This is an optimization exercise on Yosys and OpenROAD, whose aim is small area, a short achievable clock period and few clock cycles per item, not a production implementation. RTL that was checked went through simulation tests only; none was proved equivalent to the original.

==> run a: inputs <==
Design axilxbar, start of the top module:
module	axilxbar #(
		parameter integer C_AXI_DATA_WIDTH = 32,
		parameter integer C_AXI_ADDR_WIDTH = 32,
		parameter	NM = 4,
		parameter	NS = 8
	) (
		input	wire	S_AXI_ACLK,
		input	wire	S_AXI_ARESETN,
		input	wire	[NM-1:0]			S_AXI_AWVALID,
		output	wire	[NM-1:0]			S_AXI_AWREADY,
		input	wire	[NM*C_AXI_ADDR_WIDTH-1:0]	S_AXI_AWADDR,
		input	wire	[NM*3-1:0]			S_AXI_AWPROT,
		input	wire	[NM-1:0]			S_AXI_WVALID,
		output	wire	[NM-1:0]			S_AXI_WREADY,
		input	wire	[NM*C_AXI_DATA_WIDTH-1:0]	S_AXI_WDATA,
		input	wire	[NM*C_AXI_DATA_WIDTH/8-1:0]	S_AXI_WSTRB,
		output	wire	[NM-1:0]			S_AXI_BVALID,
		input	wire	[NM-1:0]			S_AXI_BREADY,
		output	wire	[NM*2-1:0]			S_AXI_BRESP,
		input	wire	[NM-1:0]			S_AXI_ARVALID,
		output	wire	[NM-1:0]			S_AXI_ARREADY,
		input	wire	[NM*C_AXI_ADDR_WIDTH-1:0]	S_AXI_ARADDR,
		input	wire	[NM*3-1:0]			S_AXI_ARPROT,
		output	wire	[NM-1:0]			S_AXI_RVALID,
		input	wire	[NM-1:0]			S_AXI_RREADY,
		output	wire	[NM*C_AXI_DATA_WIDTH-1:0]	S_AXI_RDATA,
		output	wire	[NM*2-1:0]			S_AXI_RRESP,
		output	wire	[NS*C_AXI_ADDR_WIDTH-1:0]	M_AXI_AWADDR,
		output	wire	[NS*3-1:0]			M_AXI_AWPROT,
		output	wire	[NS-1:0]			M_AXI_AWVALID,
		input	wire	[NS-1:0]			M_AXI_AWREADY,
		output	wire	[NS*C_AXI_DATA_WIDTH-1:0]	M_AXI_WDATA,
		output	wire	[NS*C_AXI_DATA_WIDTH/8-1:0]	M_AXI_WSTRB,
		output	wire	[NS-1:0]			M_AXI_WVALID,
		input	wire	[NS-1:0]			M_AXI_WREADY,
		input	wire	[NS*2-1:0]			M_AXI_BRESP,
		input	wire	[NS-1:0]			M_AXI_BVALID,
		output	wire	[NS-1:0]			M_AXI_BREADY,
		output	wire	[NS*C_AXI_ADDR_WIDTH-1:0]	M_AXI_ARADDR,
		output	wire	[NS*3-1:0]			M_AXI_ARPROT,
		output	wire	[NS-1:0]			M_AXI_ARVALID,
		input	wire	[NS-1:0]			M_AXI_ARREADY,
		input	wire	[NS*C_AXI_DATA_WIDTH-1:0]	M_AXI_RDATA,
		input	wire	[NS*2-1:0]			M_AXI_RRESP,
		input	wire	[NS-1:0]			M_AXI_RVALID,
		output	wire	[NS-1:0]			M_AXI_RREADY
	);
Settings: LEC_CHECK=0, CAP_MARGIN=20, CORE_MARGIN=2, CORE_UTILIZATION=40, PLACE_DENSITY=0.6, SLEW_MARGIN=20; clock period 5.5 ns.
run.sh (not shown) runs the stock make flow with config.mk's settings and CLKGATE_MAP_FILE= SYNTH_SCRIPT=/design/flow/synth_recipe.tcl, a recipe that flattens the netlist after the stock synthesis.
==> run b: changes against run a <==
--- a/flow/design.v
+++ b/flow/design.v
@@ -308,18 +308,18 @@
 			wbound[m] = (acnt[m] != 0) || apend[m];
 			wown[m]   = (acnt[m] != 0) ? wt[m][NS-1:0] : {(NS){1'b0}};
 			if (wt[m][ERR])
 				wbvalid[m] = (acnt[m] > wd[m]);
 			else
 				wbvalid[m] = (acnt[m] != 0)
 					&& |(wt[m][NS-1:0] & M_AXI_BVALID);
-			bresp[m] = 2'b11;
+			bresp[m] = wt[m][ERR] ? 2'b11 : 2'b00;
 			for(s=0; s<NS; s=s+1)
-			if (wt[m][s])
-				bresp[m] = M_AXI_BRESP[s*2 +: 2];
+				bresp[m] = bresp[m]
+					| (M_AXI_BRESP[s*2 +: 2] & {(2){wt[m][s]}});
 			wbhs[m]   = wbvalid[m] && S_AXI_BREADY[m];
 			wdrain[m] = (acnt[m] == 1) && (wd[m] == 0) && !apend[m]
 					&& wbhs[m];
 			wfree[m]  = !wbound[m] || wdrain[m];
 		end
 		for(s=0; s<NS; s=s+1)
 		begin
@@ -468,21 +468,22 @@
 			rbound[m] = (rcnt[m] != 0) || rpend[m];
 			rown[m]   = (rcnt[m] != 0) ? rt[m][NS-1:0] : {(NS){1'b0}};
 			if (rt[m][ERR])
 				rrvalid[m] = (rcnt[m] != 0);
 			else
 				rrvalid[m] = (rcnt[m] != 0)
 					&& |(rt[m][NS-1:0] & M_AXI_RVALID);
-			rresp[m] = 2'b11;
+			rresp[m] = rt[m][ERR] ? 2'b11 : 2'b00;
 			rdata[m] = 0;
 			for(s=0; s<NS; s=s+1)
-			if (rt[m][s])
 			begin
-				rresp[m] = M_AXI_RRESP[s*2 +: 2];
-				rdata[m] = M_AXI_RDATA[s*DW +: DW];
+				rresp[m] = rresp[m]
+					| (M_AXI_RRESP[s*2 +: 2] & {(2){rt[m][s]}});
+				rdata[m] = rdata[m]
+					| (M_AXI_RDATA[s*DW +: DW] & {(DW){rt[m][s]}});
 			end
 			rrhs[m]   = rrvalid[m] && S_AXI_RREADY[m];
 			rdrain[m] = (rcnt[m] == 1) && !rpend[m] && rrhs[m];
 			rfree[m]  = !rbound[m] || rdrain[m];
 		end
 		for(s=0; s<NS; s=s+1)
 		begin
==> flow/flow/run.sh (new file) <==
#!/bin/bash
# Standard ORFS layout, with plain buffers on the ports and pins placed at
# one-track spacing so that the die can be small.
set -euo pipefail
bash standard.sh \
  'BUFFER_PORTS_ARGS=-buffer_cell sky130_fd_sc_hd__buf_2' \
  'PLACE_PINS_ARGS=-min_distance 1 -min_distance_in_tracks' \
  finish > make_finish.log 2>&1
==> flow/standard.sh (new file) <==
#!/bin/bash
# synth_recipe.tcl (not shown) runs the flow's synth.tcl, then flattens the netlist and writes it again
# the make line also repeats each setting of config.mk as NAME=value (left out here)
make -C /OpenROAD-flow-scripts/flow DESIGN_CONFIG=/design/flow/config.mk WORK_HOME=/design/flow/orfs CLKGATE_MAP_FILE= SYNTH_SCRIPT=/design/flow/synth_recipe.tcl "${@:-finish}"
==> flow/config.mk (replaced) <==
export PLATFORM = sky130hd
export DESIGN_NAME = axilxbar
export DESIGN_NICKNAME = axilxbar
export VERILOG_FILES = /design/flow/design.v
export SDC_FILE = /design/flow/constraint.sdc
export NUM_CORES = 4
export LEC_CHECK = 0
export CAP_MARGIN = 20
export CORE_AREA = 4 4 296 296
export DIE_AREA = 0 0 300 300
export PLACE_DENSITY = 0.6
export SLEW_MARGIN = 20
removed: flow/run.sh
==> notes <==
Run a stopped in I/O pin placement (3_2_place_iop). Run b never finished: it broke off in global routing (5_1_grt). In run b the synthesized area is lower than in run a, by 11%. Synthesized cell count: run b is lower than run a (about 14%).
Testbench counts of run a, summed over its fixed seeds: cycles 1,071, items 6,144.
Function not checked in run b: the RTL went through the layout flow alone.

* * *

==> inputs of 09-20 <==
Another version of the RTL of axilxbar (not shown whole).
clock: 5.5 ns
lec_check: 0
cap_margin: 20
core_area: 4 4 356 356
die_area: 0 0 360 360
place_density: 0.6
setup_slack_margin: 1.0
slew_margin: 20
standard.sh (not shown) runs the stock make flow with config.mk's settings and CLKGATE_MAP_FILE= SYNTH_SCRIPT=/design/flow/synth_recipe.tcl, a recipe that flattens the netlist after the stock synthesis.
==> flow/flow/run.sh <==
#!/bin/bash
# Standard ORFS layout with three changes:
#  - plain buf_1 buffers on the ports (the flow still buffers every port),
#  - pins at one-track spacing, so that the die can be small,
#  - the combinational logic of the standard synthesis re-mapped with ABC's
#    default (area-leaning) script; registers are left untouched.
# Each tool's output goes to a log file of its own in this folder.
set -euo pipefail
ARGS=('BUFFER_PORTS_ARGS=-buffer_cell sky130_fd_sc_hd__buf_1'
      'PLACE_PINS_ARGS=-min_distance 1 -min_distance_in_tracks')
bash standard.sh "${ARGS[@]}" synth > make_synth.log 2>&1
R=orfs/results/${FLOW_PLATFORM}/axilxbar/base
cp $R/1_2_yosys.v standard_1_2_yosys.v
REMAP_LIB=$FLOW_HOME/platforms/sky130hd/lib/sky130_fd_sc_hd__tt_025C_1v80.lib \
REMAP_DONT_USE=flow/dont_use.txt REMAP_IN=standard_1_2_yosys.v \
REMAP_TOP=$FLOW_TOP REMAP_OUT=remapped.v REMAP_STAT=remap_stat.txt \
  yosys -c flow/remap.tcl > yosys_remap.log 2>&1
cp remapped.v $R/1_2_yosys.v
bash standard.sh "${ARGS[@]}" finish > make_finish.log 2>&1
==> flow/flow/dont_use.txt <==
DONT_USE_CELLS:
sky130_fd_sc_hd__probe_p_8
sky130_fd_sc_hd__probec_p_8
sky130_fd_sc_hd__lpflow_bleeder_1
sky130_fd_sc_hd__lpflow_clkbufkapwr_1
sky130_fd_sc_hd__lpflow_clkbufkapwr_16
sky130_fd_sc_hd__lpflow_clkbufkapwr_2
sky130_fd_sc_hd__lpflow_clkbufkapwr_4
sky130_fd_sc_hd__lpflow_clkbufkapwr_8
sky130_fd_sc_hd__lpflow_clkinvkapwr_1
sky130_fd_sc_hd__lpflow_clkinvkapwr_16
sky130_fd_sc_hd__lpflow_clkinvkapwr_2
sky130_fd_sc_hd__lpflow_clkinvkapwr_4
sky130_fd_sc_hd__lpflow_clkinvkapwr_8
sky130_fd_sc_hd__lpflow_decapkapwr_12
sky130_fd_sc_hd__lpflow_decapkapwr_3
sky130_fd_sc_hd__lpflow_decapkapwr_4
sky130_fd_sc_hd__lpflow_decapkapwr_6
sky130_fd_sc_hd__lpflow_decapkapwr_8
sky130_fd_sc_hd__lpflow_inputiso0n_1
sky130_fd_sc_hd__lpflow_inputiso0p_1
sky130_fd_sc_hd__lpflow_inputiso1n_1
sky130_fd_sc_hd__lpflow_inputiso1p_1
sky130_fd_sc_hd__lpflow_inputisolatch_1
sky130_fd_sc_hd__lpflow_isobufsrc_1
sky130_fd_sc_hd__lpflow_isobufsrc_16
sky130_fd_sc_hd__lpflow_isobufsrc_2
sky130_fd_sc_hd__lpflow_isobufsrc_4
sky130_fd_sc_hd__lpflow_isobufsrc_8
sky130_fd_sc_hd__lpflow_isobufsrckapwr_16
sky130_fd_sc_hd__lpflow_lsbuf_lh_hl_isowell_tap_1
sky130_fd_sc_hd__lpflow_lsbuf_lh_hl_isowell_tap_2
sky130_fd_sc_hd__lpflow_lsbuf_lh_hl_isowell_tap_4
sky130_fd_sc_hd__lpflow_lsbuf_lh_isowell_4
sky130_fd_sc_hd__lpflow_lsbuf_lh_isowell_tap_1
sky130_fd_sc_hd__lpflow_lsbuf_lh_isowell_tap_2
sky130_fd_sc_hd__lpflow_lsbuf_lh_isowell_tap_4
==> flow/flow/remap.tcl <==
# Yosys script: re-map the combinational logic of the standard synthesis
# netlist with ABC's default script.  Every flip-flop and tie cell instance
# is kept as it is (same name, same cell), so the registers still pair with
# the standard synthesis.
yosys -import
set lib $::env(REMAP_LIB)
set dont_use {}
set f [open $::env(REMAP_DONT_USE)]
foreach c [split [read $f] "\n"] {
  if {$c ne ""} { lappend dont_use -dont_use $c }
}
close $f
read_liberty -ignore_miss_func $lib
read_verilog $::env(REMAP_IN)
hierarchy -top $::env(REMAP_TOP)
setattr -mod -set keep_hierarchy 1 sky130_fd_sc_hd__*df* sky130_fd_sc_hd__conb_1
flatten
opt_clean
abc -liberty $lib {*}$dont_use
splitnets
opt_clean -purge
hilomap -singleton -hicell sky130_fd_sc_hd__conb_1 HI -locell sky130_fd_sc_hd__conb_1 LO
insbuf -buf sky130_fd_sc_hd__buf_4 A X
delete sky130_fd_sc_hd__*
tee -o $::env(REMAP_STAT) stat -liberty $lib
write_verilog -noattr -noexpr -nohex -nodec $::env(REMAP_OUT)
==> 04-13: changes against 09-20 <==
--- a/flow/design.v
+++ b/flow/design.v
@@ -276,27 +276,57 @@
 		begin
 			decode[0] = (a == 4'b0000);
 			decode[1] = (a == 4'b0001);
 			for(k=2; k<NS; k=k+1)
 				decode[k] = (a[3:1] == k);
 			decode[ERR] = (a[3:1] == 3'b001);
 		end
 	endfunction
-	function beats;
-		input	[1:0]	p;
-		input	integer	jj, mm;
-		integer	q;
-		reg	[3:0]	tbl;
-		begin
-			for(q=0; q<4; q=q+1)
-				tbl[q] = (((jj-q)&3) < ((mm-q)&3));
-			beats = tbl[p];
+	reg	[2:0]		awserved	[0:NM-1];
+	reg	[2:0]		arserved	[0:NM-1];
+	reg	[NM-1:0]	awpri	[0:NM-1];	 
+	reg	[NM-1:0]	arpri	[0:NM-1];
+	reg	[2:0]		nserved;
+	always @(*)
+	for(j=0; j<NM; j=j+1)
+	for(m=0; m<NM; m=m+1)
+	begin
+		awpri[j][m] = (awserved[j] < awserved[m])
+			|| (awserved[j] == awserved[m] && j < m);
+		arpri[j][m] = (arserved[j] < arserved[m])
+			|| (arserved[j] == arserved[m] && j < m);
+	end
+	always @(posedge S_AXI_ACLK)
+	if (!S_AXI_ARESETN)
+	begin
+		for(m=0; m<NM; m=m+1)
+		begin
+			awserved[m] <= 0;
+			arserved[m] <= 0;
 		end
-	endfunction
+	end else begin
+		for(m=0; m<NM; m=m+1)
+		begin
+			nserved = awserved[m];
+			if (awhs[m] && nserved != 7)
+				nserved = nserved + 1;
+			if (awserved[0] != 0 && awserved[1] != 0
+				&& awserved[2] != 0 && awserved[3] != 0)
+				nserved = nserved - 1;
+			awserved[m] <= nserved;
+			nserved = arserved[m];
+			if (arhs[m] && nserved != 7)
+				nserved = nserved + 1;
+			if (arserved[0] != 0 && arserved[1] != 0
+				&& arserved[2] != 0 && arserved[3] != 0)
+				nserved = nserved - 1;
+			arserved[m] <= nserved;
+		end
+	end
 	reg	[NM-1:0]	wmv0, wmv1, wmd0, wmd1;
 	reg	[3:0]		wmt0	[0:NM-1];
 	reg	[3:0]		wmt1	[0:NM-1];
 	reg	[NM-1:0]	wmlead;			 
 	reg	[NS-1:0]	wsv0, wsv1, wsd0, wsd1;
 	reg	[1:0]		wsm0	[0:NS-1];
 	reg	[1:0]		wsm1	[0:NS-1];
 	reg	[NS-1:0]	wslead;
@@ -343,17 +373,17 @@
 			awcand[m] = awdec[m] & awelig[m] & {(NT){S_AXI_AWVALID[m]}};
 		end
 		for(m=0; m<NM; m=m+1)
 		begin
 			for(s=0; s<NS; s=s+1)
 			begin
 				awgrant[m][s] = awcand[m][s];
 				for(j=0; j<NM; j=j+1)
-				if (j != m && awcand[j][s] && beats(awptr[s], j, m))
+				if (j != m && awcand[j][s] && awpri[j][m])
 					awgrant[m][s] = 1'b0;
 			end
 			awgrant[m][ERR] = awcand[m][ERR];
 		end
 		for(s=0; s<NS; s=s+1)
 		begin
 			mawvalid[s] = 1'b0;
 			for(m=0; m<NM; m=m+1)
@@ -489,17 +519,17 @@
 				awlock[s] <= 1'b0; awptr[s] <= 0;
 			end else begin
 				if (wsnew[s] && !mawhs[s])
 					wslead[s] <= 1'b1;
 				else if (mawhs[s])
 					wslead[s] <= 1'b0;
 				awlock[s] <= mawvalid[s] && !M_AXI_AWREADY[s];
 				if (mawvalid[s])
-					awptr[s] <= M_AXI_AWREADY[s] ? newm[s]+1 : newm[s];
+					awptr[s] <= newm[s];
 			end
 			wsv0[s] <= v0; wsv1[s] <= v1; wsd0[s] <= d0; wsd1[s] <= d1;
 		end
 	end
 	reg	[NM-1:0]	rmv0, rmv1;
 	reg	[3:0]		rmt0	[0:NM-1];
 	reg	[3:0]		rmt1	[0:NM-1];
 	reg	[NS-1:0]	rsv0, rsv1;
@@ -533,17 +563,17 @@
 			arcand[m] = ardec[m] & arelig[m] & {(NT){S_AXI_ARVALID[m]}};
 		end
 		for(m=0; m<NM; m=m+1)
 		begin
 			for(s=0; s<NS; s=s+1)
 			begin
 				argrant[m][s] = arcand[m][s];
 				for(j=0; j<NM; j=j+1)
-				if (j != m && arcand[j][s] && beats(arptr[s], j, m))
+				if (j != m && arcand[j][s] && arpri[j][m])
 					argrant[m][s] = 1'b0;
 			end
 			argrant[m][ERR] = arcand[m][ERR];
 		end
 		for(s=0; s<NS; s=s+1)
 		begin
 			marvalid[s] = 1'b0;
 			rnewm[s] = 0;
@@ -644,17 +674,17 @@
 			end
 			if (!S_AXI_ARESETN)
 			begin
 				u0 = 1'b0; u1 = 1'b0;
 				arlock[s] <= 1'b0; arptr[s] <= 0;
 			end else begin
 				arlock[s] <= marvalid[s] && !M_AXI_ARREADY[s];
 				if (marvalid[s])
-					arptr[s] <= M_AXI_ARREADY[s] ? rnewm[s]+1 : rnewm[s];
+					arptr[s] <= rnewm[s];
 			end
 			rsv0[s] <= u0; rsv1[s] <= u1;
 		end
 	end
 	reg	[AW-1:0]	awaddr	[0:NS-1];
 	reg	[2:0]		awprot	[0:NS-1];
 	reg	[DW-1:0]	wdata	[0:NS-1];
 	reg	[SW-1:0]	wstrb	[0:NS-1];
==> flow/flow/run.sh (replaced) <==
#!/bin/bash
# Standard ORFS layout with these changes:
#  - plain buf_1 buffers on the ports (the flow still buffers every port),
#  - pins at one-track spacing, so that the die can be small, with the clock
#    pin placed first and kept clear of its neighbours.
# Each tool's output goes to a log file of its own in this folder.
set -euo pipefail
bash standard.sh \
  'BUFFER_PORTS_ARGS=-buffer_cell sky130_fd_sc_hd__buf_1' \
  'PLACE_PINS_ARGS=-min_distance 1 -min_distance_in_tracks -exclude bottom:176-184' \
  "PRE_IO_PLACEMENT_TCL=$PWD/flow/pre_io.tcl" \
  finish > make_finish.log 2>&1
==> flow/flow/pre_io.tcl (new file) <==
# Place the clock pin first, mid-way along the bottom edge; place_pins then
# keeps the other pins out of a short stretch around it (PLACE_PINS_ARGS).
place_pin -pin_name S_AXI_ACLK -layer met2 -location {180.09 0.242} -force_to_die_boundary
Settings changed: SETUP_SLACK_MARGIN 1.0 to 0.3.
removed: flow/flow/dont_use.txt
removed: flow/flow/remap.tcl
==> 01-10: changes against 09-20 <==
--- a/flow/design.v
+++ b/flow/design.v
@@ -276,27 +276,57 @@
 		begin
 			decode[0] = (a == 4'b0000);
 			decode[1] = (a == 4'b0001);
 			for(k=2; k<NS; k=k+1)
 				decode[k] = (a[3:1] == k);
 			decode[ERR] = (a[3:1] == 3'b001);
 		end
 	endfunction
-	function beats;
-		input	[1:0]	p;
-		input	integer	jj, mm;
-		integer	q;
-		reg	[3:0]	tbl;
-		begin
-			for(q=0; q<4; q=q+1)
-				tbl[q] = (((jj-q)&3) < ((mm-q)&3));
-			beats = tbl[p];
+	reg	[2:0]		awserved	[0:NM-1];
+	reg	[2:0]		arserved	[0:NM-1];
+	reg	[NM-1:0]	awpri	[0:NM-1];	 
+	reg	[NM-1:0]	arpri	[0:NM-1];
+	reg	[2:0]		nserved;
+	always @(*)
+	for(j=0; j<NM; j=j+1)
+	for(m=0; m<NM; m=m+1)
+	begin
+		awpri[j][m] = (awserved[j] < awserved[m])
+			|| (awserved[j] == awserved[m] && j < m);
+		arpri[j][m] = (arserved[j] < arserved[m])
+			|| (arserved[j] == arserved[m] && j < m);
+	end
+	always @(posedge S_AXI_ACLK)
+	if (!S_AXI_ARESETN)
+	begin
+		for(m=0; m<NM; m=m+1)
+		begin
+			awserved[m] <= 0;
+			arserved[m] <= 0;
 		end
-	endfunction
+	end else begin
+		for(m=0; m<NM; m=m+1)
+		begin
+			nserved = awserved[m];
+			if (awhs[m] && nserved != 7)
+				nserved = nserved + 1;
+			if (awserved[0] != 0 && awserved[1] != 0
+				&& awserved[2] != 0 && awserved[3] != 0)
+				nserved = nserved - 1;
+			awserved[m] <= nserved;
+			nserved = arserved[m];
+			if (arhs[m] && nserved != 7)
+				nserved = nserved + 1;
+			if (arserved[0] != 0 && arserved[1] != 0
+				&& arserved[2] != 0 && arserved[3] != 0)
+				nserved = nserved - 1;
+			arserved[m] <= nserved;
+		end
+	end
 	reg	[NM-1:0]	wmv0, wmv1, wmd0, wmd1;
 	reg	[3:0]		wmt0	[0:NM-1];
 	reg	[3:0]		wmt1	[0:NM-1];
 	reg	[NM-1:0]	wmlead;			 
 	reg	[NS-1:0]	wsv0, wsv1, wsd0, wsd1;
 	reg	[1:0]		wsm0	[0:NS-1];
 	reg	[1:0]		wsm1	[0:NS-1];
 	reg	[NS-1:0]	wslead;
@@ -343,17 +373,17 @@
 			awcand[m] = awdec[m] & awelig[m] & {(NT){S_AXI_AWVALID[m]}};
 		end
 		for(m=0; m<NM; m=m+1)
 		begin
 			for(s=0; s<NS; s=s+1)
 			begin
 				awgrant[m][s] = awcand[m][s];
 				for(j=0; j<NM; j=j+1)
-				if (j != m && awcand[j][s] && beats(awptr[s], j, m))
+				if (j != m && awcand[j][s] && awpri[j][m])
 					awgrant[m][s] = 1'b0;
 			end
 			awgrant[m][ERR] = awcand[m][ERR];
 		end
 		for(s=0; s<NS; s=s+1)
 		begin
 			mawvalid[s] = 1'b0;
 			for(m=0; m<NM; m=m+1)
@@ -489,17 +519,17 @@
 				awlock[s] <= 1'b0; awptr[s] <= 0;
 			end else begin
 				if (wsnew[s] && !mawhs[s])
 					wslead[s] <= 1'b1;
 				else if (mawhs[s])
 					wslead[s] <= 1'b0;
 				awlock[s] <= mawvalid[s] && !M_AXI_AWREADY[s];
 				if (mawvalid[s])
-					awptr[s] <= M_AXI_AWREADY[s] ? newm[s]+1 : newm[s];
+					awptr[s] <= newm[s];
 			end
 			wsv0[s] <= v0; wsv1[s] <= v1; wsd0[s] <= d0; wsd1[s] <= d1;
 		end
 	end
 	reg	[NM-1:0]	rmv0, rmv1;
 	reg	[3:0]		rmt0	[0:NM-1];
 	reg	[3:0]		rmt1	[0:NM-1];
 	reg	[NS-1:0]	rsv0, rsv1;
@@ -533,17 +563,17 @@
 			arcand[m] = ardec[m] & arelig[m] & {(NT){S_AXI_ARVALID[m]}};
 		end
 		for(m=0; m<NM; m=m+1)
 		begin
 			for(s=0; s<NS; s=s+1)
 			begin
 				argrant[m][s] = arcand[m][s];
 				for(j=0; j<NM; j=j+1)
-				if (j != m && arcand[j][s] && beats(arptr[s], j, m))
+				if (j != m && arcand[j][s] && arpri[j][m])
 					argrant[m][s] = 1'b0;
 			end
 			argrant[m][ERR] = arcand[m][ERR];
 		end
 		for(s=0; s<NS; s=s+1)
 		begin
 			marvalid[s] = 1'b0;
 			rnewm[s] = 0;
@@ -644,17 +674,17 @@
 			end
 			if (!S_AXI_ARESETN)
 			begin
 				u0 = 1'b0; u1 = 1'b0;
 				arlock[s] <= 1'b0; arptr[s] <= 0;
 			end else begin
 				arlock[s] <= marvalid[s] && !M_AXI_ARREADY[s];
 				if (marvalid[s])
-					arptr[s] <= M_AXI_ARREADY[s] ? rnewm[s]+1 : rnewm[s];
+					arptr[s] <= rnewm[s];
 			end
 			rsv0[s] <= u0; rsv1[s] <= u1;
 		end
 	end
 	reg	[AW-1:0]	awaddr	[0:NS-1];
 	reg	[2:0]		awprot	[0:NS-1];
 	reg	[DW-1:0]	wdata	[0:NS-1];
 	reg	[SW-1:0]	wstrb	[0:NS-1];
==> flow/flow/run.sh (replaced) <==
#!/bin/bash
# Standard ORFS layout with these changes:
#  - plain buf_1 buffers on the ports (the flow still buffers every port),
#  - pins at one-track spacing, so that the die can be small, with the clock
#    pin placed first and kept clear of its neighbours,
#  - the combinational logic of the standard synthesis re-mapped with ABC's
#    default (area-leaning) script; registers are left untouched.
# Each tool's output goes to a log file of its own in this folder.
set -euo pipefail
ARGS=('BUFFER_PORTS_ARGS=-buffer_cell sky130_fd_sc_hd__buf_1'
      'PLACE_PINS_ARGS=-min_distance 1 -min_distance_in_tracks -exclude bottom:176-184'
      "PRE_IO_PLACEMENT_TCL=$PWD/flow/pre_io.tcl")
bash standard.sh "${ARGS[@]}" synth > make_synth.log 2>&1
R=orfs/results/${FLOW_PLATFORM}/axilxbar/base
cp $R/1_2_yosys.v standard_1_2_yosys.v
REMAP_LIB=$FLOW_HOME/platforms/sky130hd/lib/sky130_fd_sc_hd__tt_025C_1v80.lib \
REMAP_DONT_USE=flow/dont_use.txt REMAP_IN=standard_1_2_yosys.v \
REMAP_TOP=$FLOW_TOP REMAP_OUT=remapped.v REMAP_STAT=remap_stat.txt \
  yosys -c flow/remap.tcl > yosys_remap.log 2>&1
cp remapped.v $R/1_2_yosys.v
bash standard.sh "${ARGS[@]}" finish > make_finish.log 2>&1
==> flow/flow/pre_io.tcl (new file) <==
# Place the clock pin first, mid-way along the bottom edge; place_pins then
# keeps the other pins out of a short stretch around it (PLACE_PINS_ARGS).
place_pin -pin_name S_AXI_ACLK -layer met2 -location {180.09 0.242} -force_to_die_boundary
Settings changed: SETUP_SLACK_MARGIN 1.0 to 0.3.
==> comparison table <==
Worst-case setup slack after placement: 09-20 0.2409 ns; 04-13 0.3070 ns; 01-10 0.1885 ns
Horizontal die dimension: 09-20 360 um; 04-13 360 um; 01-10 360 um
Synthesized netlist cell count: 09-20 5,450; 04-13 6,450; 01-10 5,465
Weighted congestion at the end of routability-driven global placement: 09-20 1.221; 04-13 1.093; 01-10 1.183
# IOs: 09-20 1,826; 04-13 1,825; 01-10 1,825
Cts bufs inserted: 09-20 31; 04-13 34; 01-10 34
Netlist area before placement: 09-20 38,400 um^2; 04-13 44,910 um^2; 01-10 38,820 um^2
Estimated wirelength of the detail-placed design: 09-20 274.9 mm; 04-13 221.7 mm; 01-10 237.9 mm
Inst Count DP: 09-20 9,119; 04-13 9,195; 01-10 9,159
Total number of placement rows: 09-20 128; 04-13 128; 01-10 128
Result of the run: 09-20 did not finish; 04-13 timing/DRC/antenna clean; 01-10 did not finish
Last stage reached: 09-20 global routing (5_1_grt); 04-13 -; 01-10 global routing (5_1_grt)
Cell at the root of the clock tree: 09-20 sky130_fd_sc_hd__clkbuf_16; 04-13 sky130_fd_sc_hd__clkbuf_16; 01-10 sky130_fd_sc_hd__clkbuf_16
Count of cells resized by post-cts repair: 09-20 1,022; 04-13 2; 01-10 7
Synthesized area per cell: 09-20 7.046 um^2; 04-13 6.962 um^2; 01-10 7.103 um^2
H-tree lvl count: 09-20 1; 04-13 2; 01-10 2
Effective utilization at floorplan: 09-20 31.38%; 04-13 36.70%; 01-10 31.72%
Number of warnings reported in the yosys synthesis log: 09-20 37; 04-13 41; 01-10 41
Total setup buffers inserted after CTS: 09-20 226; 04-13 0; 01-10 0
Die span in y: 09-20 360 um; 04-13 360 um; 01-10 360 um
Cell Area, Placed: 09-20 50,730 um^2; 04-13 53,110 um^2; 01-10 50,970 um^2
Testbench counts of 04-13, summed over its fixed seeds: cycles 1,039, items 6,144.
Testbench counts of 01-10, summed over its fixed seeds: cycles 1,039, items 6,144.
Only the layout flow was run in 09-20; the RTL was not checked for function there.

re-timing with driven ports:
The results above use ideal ports. As a check the final layout listed here was re-extracted and re-timed, cells and wires unchanged. Step 1 assumes that a clkbuf_16 drives the clock port and a buf_2 every other input. Step 2 adds t to the input delays and takes it off the output delays; t is the mean of the earliest and latest rising clock arrival at the registers after step 1. Input paths then give back, and output paths get back, about the clock's delay inside the block. Three values: no drivers, after step 1, after step 2; two values: the first two.
run: 04-13
shift t [ns]: 0.623
setup WS [ns]: 0.188 / 0.159 / 0.159
worst setup path after step 2: input to output
clock arrival spread, ns: 0.046 / 0.046
cell pins on the clock port's net: 1
After both steps 04-13 still meets setup and hold. The setup slack of 04-13 moves by -0.029 ns with the drivers and by -0.029 ns with both steps.
